From an optimization exercise on the open Yosys and OpenROAD flow, aimed at small area; shortcuts taken in it are not production practice. Only simulation tests tie the RTL to the original design; equivalence was not proved.

===== design.v =====
module top(input clk,
           input rst_n,
           input weight_select,
           input [7:0] fmaps_in1,
           input [7:0] fmaps_in2,
           input [7:0] fmaps_in3,
           input [7:0] fmaps_in4,
           input [7:0] fmaps_in5,
           input [7:0] fmaps_in6,
           input [7:0] fmaps_in7,
           input [7:0] weight_in1,
           input [7:0] weight_in2,
           input [7:0] weight_in3,
           input [7:0] weight_in4,
           input [7:0] weight_in5,
           output [1:0] cs,
           output [1:0] we,
           output [4:0] fmaps_addr,
           output [5:0] weight_addr,
           output valid,
           output signed [20:0] acc);
    wire worken;
    wire outputen;
    wire [2:0] flag;
    control control(
    .clk(clk),
    .rst_n(rst_n),
    .weight_select(weight_select),
    .fmaps_addr(fmaps_addr),
    .weight_addr(weight_addr),
    .cs(cs),
    .we(we),
    .worken(worken),
    .outputen(outputen),
    .flag(flag),
    .valid(valid)
    );
    wire [20:0] psum_out1;
    wire [20:0] psum_out2;
    wire [20:0] psum_out3;
    pe_array pe_array(
    .clk(clk),
    .rst_n(rst_n),
    .worken(worken),
    .outputen(outputen),
    .fmaps_in1_1(fmaps_in1),
    .fmaps_in2_1(fmaps_in2),
    .fmaps_in3_1(fmaps_in3),
    .fmaps_in4_1(fmaps_in4),
    .fmaps_in5_1(fmaps_in5),
    .fmaps_in5_2(fmaps_in6),
    .fmaps_in5_3(fmaps_in7),
    .weight_in1(weight_in1),
    .weight_in2(weight_in2),
    .weight_in3(weight_in3),
    .weight_in4(weight_in4),
    .weight_in5(weight_in5),
    .psum_out1_1(psum_out1),
    .psum_out1_2(psum_out2),
    .psum_out1_3(psum_out3)
    );
    mux4_1 mux4_1(
    .s(flag),
    .a(psum_out1),
    .b(psum_out2),
    .c(psum_out3),
    .d(acc)
    );
endmodule  
module control(input clk,
               input rst_n,
               input weight_select,
               output reg [4:0] fmaps_addr,
               output [5:0] weight_addr,
               output reg [1:0] cs,
               output reg [1:0] we,
               output reg worken,
               output reg outputen,
               output reg [2:0] flag,
               output reg valid);
    always @(posedge clk or negedge rst_n) begin
        if (!rst_n)
            fmaps_addr <= 0;
        else if (worken) begin
            if (fmaps_addr == 18)
                fmaps_addr <= 0;
            else
                fmaps_addr <= fmaps_addr + 1;
        end
        else
            fmaps_addr <= fmaps_addr;
    end
    reg [5:0] weight_addr_reg0;
    always @(posedge clk or negedge rst_n) begin
        if (!rst_n)
            weight_addr_reg0 <= 0;
        else if (worken) begin
            if (weight_addr_reg0 == 18)
                weight_addr_reg0 <= 0;
            else
                weight_addr_reg0 <= weight_addr_reg0 + 1;
        end
        else
            weight_addr_reg0 <= weight_addr_reg0;
    end
    reg [5:0] weight_addr_reg1;
    always @(posedge clk or negedge rst_n) begin
        if (!rst_n)
            weight_addr_reg1 <= 18;
        else if (worken) begin
            if (weight_addr_reg1 == 37)
                weight_addr_reg1 <= 18;
            else
                weight_addr_reg1 <= weight_addr_reg1 + 1;
        end
        else
            weight_addr_reg1 <= weight_addr_reg1;
    end
    assign weight_addr = weight_select ? weight_addr_reg1 : weight_addr_reg0;
    always @(posedge clk or negedge rst_n) begin
        if (!rst_n) begin
            worken <= 0;
            cs     <= 0;
            we     <= 0;
        end
        else begin
            worken <= 1;
            cs     <= 2'b11;
        end
    end
    always @(posedge clk or negedge rst_n) begin
        if (!rst_n)
            outputen <= 0;
        else if (fmaps_addr == 5)
            outputen <= 1;
        else if (fmaps_addr == 10)
            outputen <= 1;
        else if (fmaps_addr == 15)
            outputen <= 1;
        else
            outputen <= 0;
    end
    reg [4:0] cnt;       
    always @(posedge clk or negedge rst_n) begin
        if (!rst_n)
            cnt <= 0;
        else 
            cnt <= fmaps_addr;
    end
    reg [2:0] flag_reg;
    always @(posedge clk or negedge rst_n) begin
        if (!rst_n)
            flag_reg <= 0;
        else if (cnt == 8)
            flag_reg <= 1;
        else if (cnt == 13)
            flag_reg <= 1;
        else if (cnt == 18)
            flag_reg <= 1;
        else begin
            flag_reg[2] <= flag_reg[1];
            flag_reg[1] <= flag_reg[0];
            flag_reg[0] <= 0;
        end
    end
    always @(posedge clk or negedge rst_n) begin
        if (!rst_n)
            flag <= 0;
        else 
            flag <= flag_reg;
    end
    reg [2:0] valid_reg;
    always @(posedge clk or negedge rst_n) begin
        if (!rst_n)
            valid_reg <= 0;
        else if (cnt == 8)
            valid_reg <= 1;
        else if (cnt == 13)
            valid_reg <= 1;
        else if (cnt == 18)
            valid_reg <= 1;
        else begin
            valid_reg[2] <= valid_reg[1];
            valid_reg[1] <= valid_reg[0];
            valid_reg[0] <= 0;
        end            
    end
    always @(posedge clk or negedge rst_n) begin
        if (!rst_n)
            valid <= 0;
        else 
            valid = valid_reg[0]|valid_reg[1]|valid_reg[2];
    end
endmodule  
module pe_array(input clk,
                input rst_n,
                input worken,
                input outputen,
                input signed [7:0] fmaps_in1_1,     
                input signed [7:0] fmaps_in2_1,
                input signed [7:0] fmaps_in3_1,
                input signed [7:0] fmaps_in4_1,
                input signed [7:0] fmaps_in5_1,
                input signed [7:0] fmaps_in5_2,
                input signed [7:0] fmaps_in5_3,
                input signed [7:0] weight_in1,      
                input signed [7:0] weight_in2,
                input signed [7:0] weight_in3,
                input signed [7:0] weight_in4,
                input signed [7:0] weight_in5,
                output signed [20:0] psum_out1_1,   
                output signed [20:0] psum_out1_2,
                output signed [20:0] psum_out1_3);
    wire [7:0] connect_in[1:8];
    wire [7:0] connect_out[1:8];
    buffer buffer1(
    .clk(clk),
    .rst_n(rst_n),
    .data_in(connect_in[1]),
    .data_out(connect_out[1])
    );
    buffer buffer2(
    .clk(clk),
    .rst_n(rst_n),
    .data_in(connect_in[2]),
    .data_out(connect_out[2])
    );
    buffer buffer3(
    .clk(clk),
    .rst_n(rst_n),
    .data_in(connect_in[3]),
    .data_out(connect_out[3])
    );
    buffer buffer4(
    .clk(clk),
    .rst_n(rst_n),
    .data_in(connect_in[4]),
    .data_out(connect_out[4])
    );
    buffer buffer5(
    .clk(clk),
    .rst_n(rst_n),
    .data_in(connect_in[5]),
    .data_out(connect_out[5])
    );
    buffer buffer6(
    .clk(clk),
    .rst_n(rst_n),
    .data_in(connect_in[6]),
    .data_out(connect_out[6])
    );
    buffer buffer7(
    .clk(clk),
    .rst_n(rst_n),
    .data_in(connect_in[7]),
    .data_out(connect_out[7])
    );
    buffer buffer8(
    .clk(clk),
    .rst_n(rst_n),
    .data_in(connect_in[8]),
    .data_out(connect_out[8])
    );
    wire outputen_connection[0:5];
    wire [20:0] psum_in1_1, psum_in1_2, psum_in1_3;
    wire [20:0] psum_in2_1, psum_in2_2, psum_in2_3;
    wire [20:0] psum_in3_1, psum_in3_2, psum_in3_3;
    wire [20:0] psum_in4_1, psum_in4_2, psum_in4_3;
    wire [20:0] psum_in5_1, psum_in5_2, psum_in5_3;
    assign psum_in5_1 = 0;
    assign psum_in5_2 = 0;
    assign psum_in5_3 = 0;
    wire [7:0] weight_reuse1_1;
    wire [7:0] weight_reuse2_1;
    wire [7:0] weight_reuse3_1;
    wire [7:0] weight_reuse4_1;
    wire [7:0] weight_reuse5_1;
    pe pe1_1(
    .clk(clk),
    .rst_n(rst_n),
    .worken(worken),
    .outputen(outputen_connection[3]),
    .fmaps_in(fmaps_in1_1),
    .weight_in(weight_in1),
    .psum_in(psum_in1_1),
    .outputen_delay(),
    .fmaps_reuse(),
    .weight_reuse(weight_reuse1_1),
    .psum_out(psum_out1_1)
    );
    pe pe2_1(
    .clk(clk),
    .rst_n(rst_n),
    .worken(worken),
    .outputen(outputen_connection[2]),
    .fmaps_in(fmaps_in2_1),
    .weight_in(weight_in2),
    .psum_in(psum_in2_1),
    .outputen_delay(outputen_connection[3]),
    .fmaps_reuse(connect_in[1]),
    .weight_reuse(weight_reuse2_1),
    .psum_out(psum_in1_1)
    );
    pe pe3_1(
    .clk(clk),
    .rst_n(rst_n),
    .worken(worken),
    .outputen(outputen_connection[1]),
    .fmaps_in(fmaps_in3_1),
    .weight_in(weight_in3),
    .psum_in(psum_in3_1),
    .outputen_delay(outputen_connection[2]),
    .fmaps_reuse(connect_in[2]),
    .weight_reuse(weight_reuse3_1),
    .psum_out(psum_in2_1)
    );
    pe pe4_1(
    .clk(clk),
    .rst_n(rst_n),
    .worken(worken),
    .outputen(outputen_connection[0]),
    .fmaps_in(fmaps_in4_1),
    .weight_in(weight_in4),
    .psum_in(psum_in4_1),
    .outputen_delay(outputen_connection[1]),
    .fmaps_reuse(connect_in[3]),
    .weight_reuse(weight_reuse4_1),
    .psum_out(psum_in3_1)
    );
    pe pe5_1(
    .clk(clk),
    .rst_n(rst_n),
    .worken(worken),
    .outputen(outputen),
    .fmaps_in(fmaps_in5_1),
    .weight_in(weight_in5),
    .psum_in(psum_in5_1),
    .outputen_delay(outputen_connection[0]),
    .fmaps_reuse(connect_in[4]),
    .weight_reuse(weight_reuse5_1),
    .psum_out(psum_in4_1)
    );
    wire [7:0] weight_reuse1_2;
    wire [7:0] weight_reuse2_2;
    wire [7:0] weight_reuse3_2;
    wire [7:0] weight_reuse4_2;
    wire [7:0] weight_reuse5_2;
    pe pe1_2(
    .clk(clk),
    .rst_n(rst_n),
    .worken(worken),
    .outputen(outputen_connection[4]),
    .fmaps_in(connect_out[1]),
    .weight_in(weight_reuse1_1),
    .psum_in(psum_in1_2),
    .outputen_delay(outputen_connection[5]),
    .fmaps_reuse(),
    .weight_reuse(weight_reuse1_2),
    .psum_out(psum_out1_2)
    );
    pe pe2_2(
    .clk(clk),
    .rst_n(rst_n),
    .worken(worken),
    .outputen(outputen_connection[3]),
    .fmaps_in(connect_out[2]),
    .weight_in(weight_reuse2_1),
    .psum_in(psum_in2_2),
    .outputen_delay(outputen_connection[4]),
    .fmaps_reuse(connect_in[5]),
    .weight_reuse(weight_reuse2_2),
    .psum_out(psum_in1_2)
    );
    pe pe3_2(
    .clk(clk),
    .rst_n(rst_n),
    .worken(worken),
    .outputen(outputen_connection[2]),
    .fmaps_in(connect_out[3]),
    .weight_in(weight_reuse3_1),
    .psum_in(psum_in3_2),
    .outputen_delay(outputen_connection[3]),
    .fmaps_reuse(connect_in[6]),
    .weight_reuse(weight_reuse3_2),
    .psum_out(psum_in2_2)
    );
    pe pe4_2(
    .clk(clk),
    .rst_n(rst_n),
    .worken(worken),
    .outputen(outputen_connection[1]),
    .fmaps_in(connect_out[4]),
    .weight_in(weight_reuse4_1),
    .psum_in(psum_in4_2),
    .outputen_delay(outputen_connection[2]),
    .fmaps_reuse(connect_in[7]),
    .weight_reuse(weight_reuse4_2),
    .psum_out(psum_in3_2)
    );
    pe pe5_2(
    .clk(clk),
    .rst_n(rst_n),
    .worken(worken),
    .outputen(outputen_connection[0]),
    .fmaps_in(fmaps_in5_2),
    .weight_in(weight_reuse5_1),
    .psum_in(psum_in5_2),
    .outputen_delay(outputen_connection[1]),
    .fmaps_reuse(connect_in[8]),
    .weight_reuse(weight_reuse5_2),
    .psum_out(psum_in4_2)
    );
    pe pe1_3(
    .clk(clk),
    .rst_n(rst_n),
    .worken(worken),
    .outputen(outputen_connection[5]),
    .fmaps_in(connect_out[5]),
    .weight_in(weight_reuse1_2),
    .psum_in(psum_in1_3),
    .outputen_delay(),
    .fmaps_reuse(),
    .weight_reuse(),
    .psum_out(psum_out1_3)
    );
    pe pe2_3(
    .clk(clk),
    .rst_n(rst_n),
    .worken(worken),
    .outputen(outputen_connection[4]),
    .fmaps_in(connect_out[6]),
    .weight_in(weight_reuse2_2),
    .psum_in(psum_in2_3),
    .outputen_delay(outputen_connection[5]),
    .fmaps_reuse(),
    .weight_reuse(),
    .psum_out(psum_in1_3)
    );
    pe pe3_3(
    .clk(clk),
    .rst_n(rst_n),
    .worken(worken),
    .outputen(outputen_connection[3]),
    .fmaps_in(connect_out[7]),
    .weight_in(weight_reuse3_2),
    .psum_in(psum_in3_3),
    .outputen_delay(outputen_connection[4]),
    .fmaps_reuse(),
    .weight_reuse(),
    .psum_out(psum_in2_3)
    );
    pe pe4_3(
    .clk(clk),
    .rst_n(rst_n),
    .worken(worken),
    .outputen(outputen_connection[2]),
    .fmaps_in(connect_out[8]),
    .weight_in(weight_reuse4_2),
    .psum_in(psum_in4_3),
    .outputen_delay(outputen_connection[3]),
    .fmaps_reuse(),
    .weight_reuse(),
    .psum_out(psum_in3_3)
    );
    pe pe5_3(
    .clk(clk),
    .rst_n(rst_n),
    .worken(worken),
    .outputen(outputen_connection[1]),
    .fmaps_in(fmaps_in5_3),
    .weight_in(weight_reuse5_2),
    .psum_in(psum_in5_3),
    .outputen_delay(outputen_connection[2]),
    .fmaps_reuse(),
    .weight_reuse(),
    .psum_out(psum_in4_3)
    );
endmodule  
module pe(input clk,
          input rst_n,
          input worken,
          input outputen,
          input signed [7:0] fmaps_in,
          input signed [7:0] weight_in,
          input signed [20:0] psum_in,          
          output reg outputen_delay,
          output reg signed [7:0] fmaps_reuse,
          output reg signed [7:0] weight_reuse,
          output reg signed [20:0] psum_out);  
    reg signed [20:0] acc_reg;
    always @(posedge clk or negedge rst_n) begin
        if (!rst_n)
            outputen_delay <= 0;
        else
            outputen_delay <= outputen;
    end
    always @(posedge clk or negedge rst_n) begin
        if (!rst_n)
            fmaps_reuse <= 0;
        else if (worken)
            fmaps_reuse <= fmaps_in;
        else
            fmaps_reuse <= fmaps_reuse;
    end
    always @(posedge clk or negedge rst_n) begin
        if (!rst_n)
            weight_reuse <= 0;
        else if (worken)
            weight_reuse <= weight_in;
        else
            weight_reuse <= weight_reuse;
    end
    reg signed [15:0] mult_reg;
    always @(posedge clk or negedge rst_n) begin
        if (!rst_n)
            mult_reg <= 0;
        else if (worken)
            mult_reg <= fmaps_in*weight_in;
        else
            mult_reg <= mult_reg;
    end
    always @(posedge clk or negedge rst_n) begin
        if (!rst_n)
            acc_reg <= 0;
        else
            case ({outputen,worken})
                2'b01: acc_reg   <= acc_reg + mult_reg;
                2'b11: acc_reg   <= mult_reg;
                default: acc_reg <= acc_reg;
            endcase
    end
    always @(posedge clk or negedge rst_n) begin
        if (!rst_n)
            psum_out <= 0;
        else if (outputen)
            psum_out <= acc_reg + psum_in;
        else
            psum_out <= 0;
    end
endmodule  
module buffer(input clk,
              input rst_n,
              input [7:0] data_in,
              output reg [7:0] data_out);
    always @(posedge clk or negedge rst_n) begin
        if (!rst_n)
            data_out <= 0;
        else 
            data_out <= data_in;
    end
endmodule  
module mux4_1(input [2:0] s,         
              input [20:0] a,        
              input [20:0] b,        
              input [20:0] c,
              output reg [20:0] d);
always @(*) begin
    case (s)
        3'b001: d  = a;
        3'b010: d  = b;
        3'b100: d  = c;
        default: d = 0;
    endcase
end
endmodule  

===== constraint.sdc =====
create_clock -name core_clock -period 7.0 [get_ports {clk}]
set_input_delay 1.4000 -clock core_clock [delete_from_list [all_inputs] [get_ports {clk}]]
set_output_delay 1.4000 -clock core_clock [all_outputs]
set_load 0.01 [all_outputs]

===== run.sh =====
#!/bin/bash
# synth_recipe.tcl (not shown) runs the flow's synth.tcl, then flattens the netlist and writes it again
# the make line also repeats each setting of config.mk as NAME=value (left out here)
make -C /OpenROAD-flow-scripts/flow DESIGN_CONFIG=/design/flow/config.mk WORK_HOME=/design/flow/orfs CLKGATE_MAP_FILE= SYNTH_SCRIPT=/design/flow/synth_recipe.tcl finish

===== config.mk =====
export PLATFORM = sky130hd
export DESIGN_NAME = top
export DESIGN_NICKNAME = top
export VERILOG_FILES = /design/flow/design.v
export SDC_FILE = /design/flow/constraint.sdc
export NUM_CORES = 4
export LEC_CHECK = 0
export CAP_MARGIN = 20
export CORE_MARGIN = 2
export CORE_UTILIZATION = 40
export SLEW_MARGIN = 20

==> flow_summary.json <==
{
  "path_max_fanout": 8,
  "grt_usage_pct": 20.1,
  "yosys.area.top_type": "dfrtp_1",
  "chipWidth_microns": 506,
  "routed-via-count": 74600,
  "dp_hpwl_mm": 199,
  "crit_required_ns": 7.68,
  "min_path_type": "reg -> reg",
  "synth_most_common_cell": "inv_1",
  "numCtsBuffers": 152,
  "post-route-cell-area_sq_mm": 0.111,
  "drt_iter0_drc": 4077,
  "fin_skew_ns": 0.0632,
  "worst_hold_slack_ns": 0.365,
  "fin_util_pct": 44.2,
  "cts_resized": 0,
  "wire_per_inst_microns": 17.9,
  "first_global_vias": 76800,
  "synthTopCellsByCount": "1448 x inv_1, 1113 x dfrtp_1, 983 x ha_1",
  "setup_slack_ns": 1.26,
  "clkTransAtPathRegs_ns": 0.06,
  "pre_cts_slack_ns": 0.473,
  "layout-drive-gt1-share_pct": 6.02,
  "status": "no timing/DRC/antenna violations",
  "layout.cells.non_filler": 14300,
  "ys_seq_area_share_pct": 27.6,
  "gp_congestion": 0.890,
  "crit_family": "adder cells",
  "drtAntennaViolNets": 0,
  "area_growth_pct": 10.1,
  "numPortBuffers": 133,
  "synth.distinct_cells": 84,
  "async_flop_share_pct": 100,
  "grt_pass1_wl_mm": 418,
  "fin_setup_tns_ns": 0,
  "drc": 0,
  "startpoint_type": "input pin",
  "min_from": "pe_array.pe4_2.fmaps_reuse[7]",
  "first_pass_iters": 6,
  "grt_remaining_overflow": 0,
  "path_class": "in -> reg",
  "synthesis.area_sq_mm": 0.101,
  "synth_area_leaders": "dfrtp_1 28%, fa_1 17%, ha_1 12%",
  "io_pins": 136,
  "cts_setup_buffers": 0,
  "r2r_start": "pe_array.pe4_1.weight_reuse[2]",
  "finalNetCount": 12800,
  "dpl.cell_count": 14000,
  "tightestPinTransition_ns": 1.10,
  "avgSynthCellArea_sq_um": 9.39,
  "crit_chain": "clkdlybuf4s50_1 -> and2_1 -> fa_1 -> inv_1 -> fa_1 -> inv_1 -> fa_1 -> inv_1 -> fa_1 -> inv_1 -> ha_1 -> o21ai_0 -> a21boi_0 -> o21ai_0 -> a21boi_0 -> o21ai_0 -> a21boi_0 -> o21a_1 -> o21a_1 -> o31ai_1",
  "fp-row-count": 184,
  "cts_buffer_depth": 4,
  "slew_viol_final": 0,
  "insertion_delay_ns": 0.82,
  "syn_inst": 10700,
  "start_util_pct": 40.2,
  "place_area_sq_mm": 0.106,
  "synth-edff-count": 0,
  "cts_tree": "done",
  "clock_sinks": 1115,
  "dieArea_sq_mm": 0.256,
  "chipHeight_microns": 506,
  "period_minus_slack_ns": 5.74,
  "fmax_ghz": 0.174,
  "critical_path_arrival_ns": 6.41,
  "ys_warn_count": 10,
  "setup_viol": 0,
  "cp_slowest_cell": "clkdlybuf4s50_1",
  "finalHoldViolations": 0,
  "cts_root_buf": "clkbuf_16",
  "totalWireLength_mm": 256,
  "ys_ff_latch": 1115,
  "htree_levels": 4,
  "antenna_found_initial": 14,
  "slowest_delay_ns": 0.60,
  "synthFlopType": "dfrtp_1",
  "synth_top_cell_area_share_pct": 27.6,
  "cp-startpoint": "fmaps_in7[4]",
  "coreArea_sq_mm": 0.251,
  "cp-end-kind": "flop",
  "period_share_pct": 82.0,
  "cp_num_buf_inv": 5,
  "max_slew_margin_pct": 26.4,
  "drv_cap": 0,
  "hold_buffers": 0,
  "via_per_inst": 5.22,
  "grt_max_degree": 179,
  "grt_setup_unrepaired": "false"
}
metal layers:
| metal | wire, microns | track usage, % | vias to the layer above |
|---|---|---|---|
| li1 | - | - | 36000 |
| met1 | 115000 | 26.8 | 36900 |
| met2 | 122000 | 33.9 | 1307 |
| met3 | 9080 | 2.32 | 351 |
| met4 | 9300 | 6.67 | 2 |
| met5 | 13 | 0 | - |
cell families (layout without fill, tap and decap cells):
group / count (synthesis) / after routing / synth area share [%]
xor gates and xnor gates: 590 / 590 / 5.12
muxes: 362 / 362 / 3.96
and+or+nand+nor: 3103 / 3103 / 15.1
other: 2 / 12 / 0.00744
buffers and inverters: 1724 / 1897 / 6.43
AOI/OAI and AO/OA: 2017 / 2017 / 12.6
adders and majority gates: 1835 / 1835 / 29.1
DFF: 1115 / 1115 / 27.6
cell usage in the layout (no fill, tap or decap), types with 123 or more instances in the layout:
cell type and instances:
a21o_1 179, a21oi_1 700, and2_1 732, clkbuf_16 153, clkdlybuf4s50_1 132, dfrtp_1 1107, fa_1 852, ha_1 983
inv_1 1446, mux2_2 299, nand2_1 693, nand3_1 126, nor2_1 841, nor2b_1 148, nor3_1 221, o21a_1 123
o21ai_0 395, xnor2_1 420, xor2_1 170
final timing paths:
kind                       slack (ns)                             end  depth (start not counted)
setup / recovery                 1.26     pe_array.pe5_3.mult_reg[14]                         20
hold / removal                   0.36    pe_array.buffer7.data_out[7]                          0
setup reg to reg                 1.69     pe_array.pe4_2.mult_reg[14]                         17
hold reg to reg                  0.36    pe_array.buffer7.data_out[7]                          0
max in group asynchronous        4.74  pe_array.pe5_1.weight_reuse[4]                          3
min in group asynchronous        0.54  pe_array.pe1_1.weight_reuse[0]                          1
area by class of cell:
type / instances / area, sq um
inverters: 1452 / 5460
clock inverters: 65 / 860
clock buffers: 195 / 4250
multi-input cells: 7910 / 66600
fillers: 23900 / 140000
repair buffers: 185 / 1880
well taps: 3348 / 4190
flip-flops and latches: 1115 / 27900
diodes: 9 / 22.5

## afterwards: timing with drivers on the ports
No port has a modelled driver above. Below, the same layout with a new extraction and two added sets of constraints. Step 1, drivers: a clkbuf_16 drives clk and a buf_2 each remaining input, both assumed. Step 2, shift: input delay + t, output delay - t, t = (earliest + latest rising clock arrival at the registers) / 2. This alone moves slack from input paths to output paths. Slacks: no drivers / after step 1 / after step 2; pairs: no drivers / after step 1.
shift t [ns]: 0.887
slack for setup (ns): 1.262 / 1.320 / 0.433
worst setup path at the end: input to register
worst slew at a driven data input, ns: 0.09
After both steps this run still meets setup and hold. For this run, drivers alone change the setup slack by +0.058 ns; drivers and shift together by -0.829 ns.
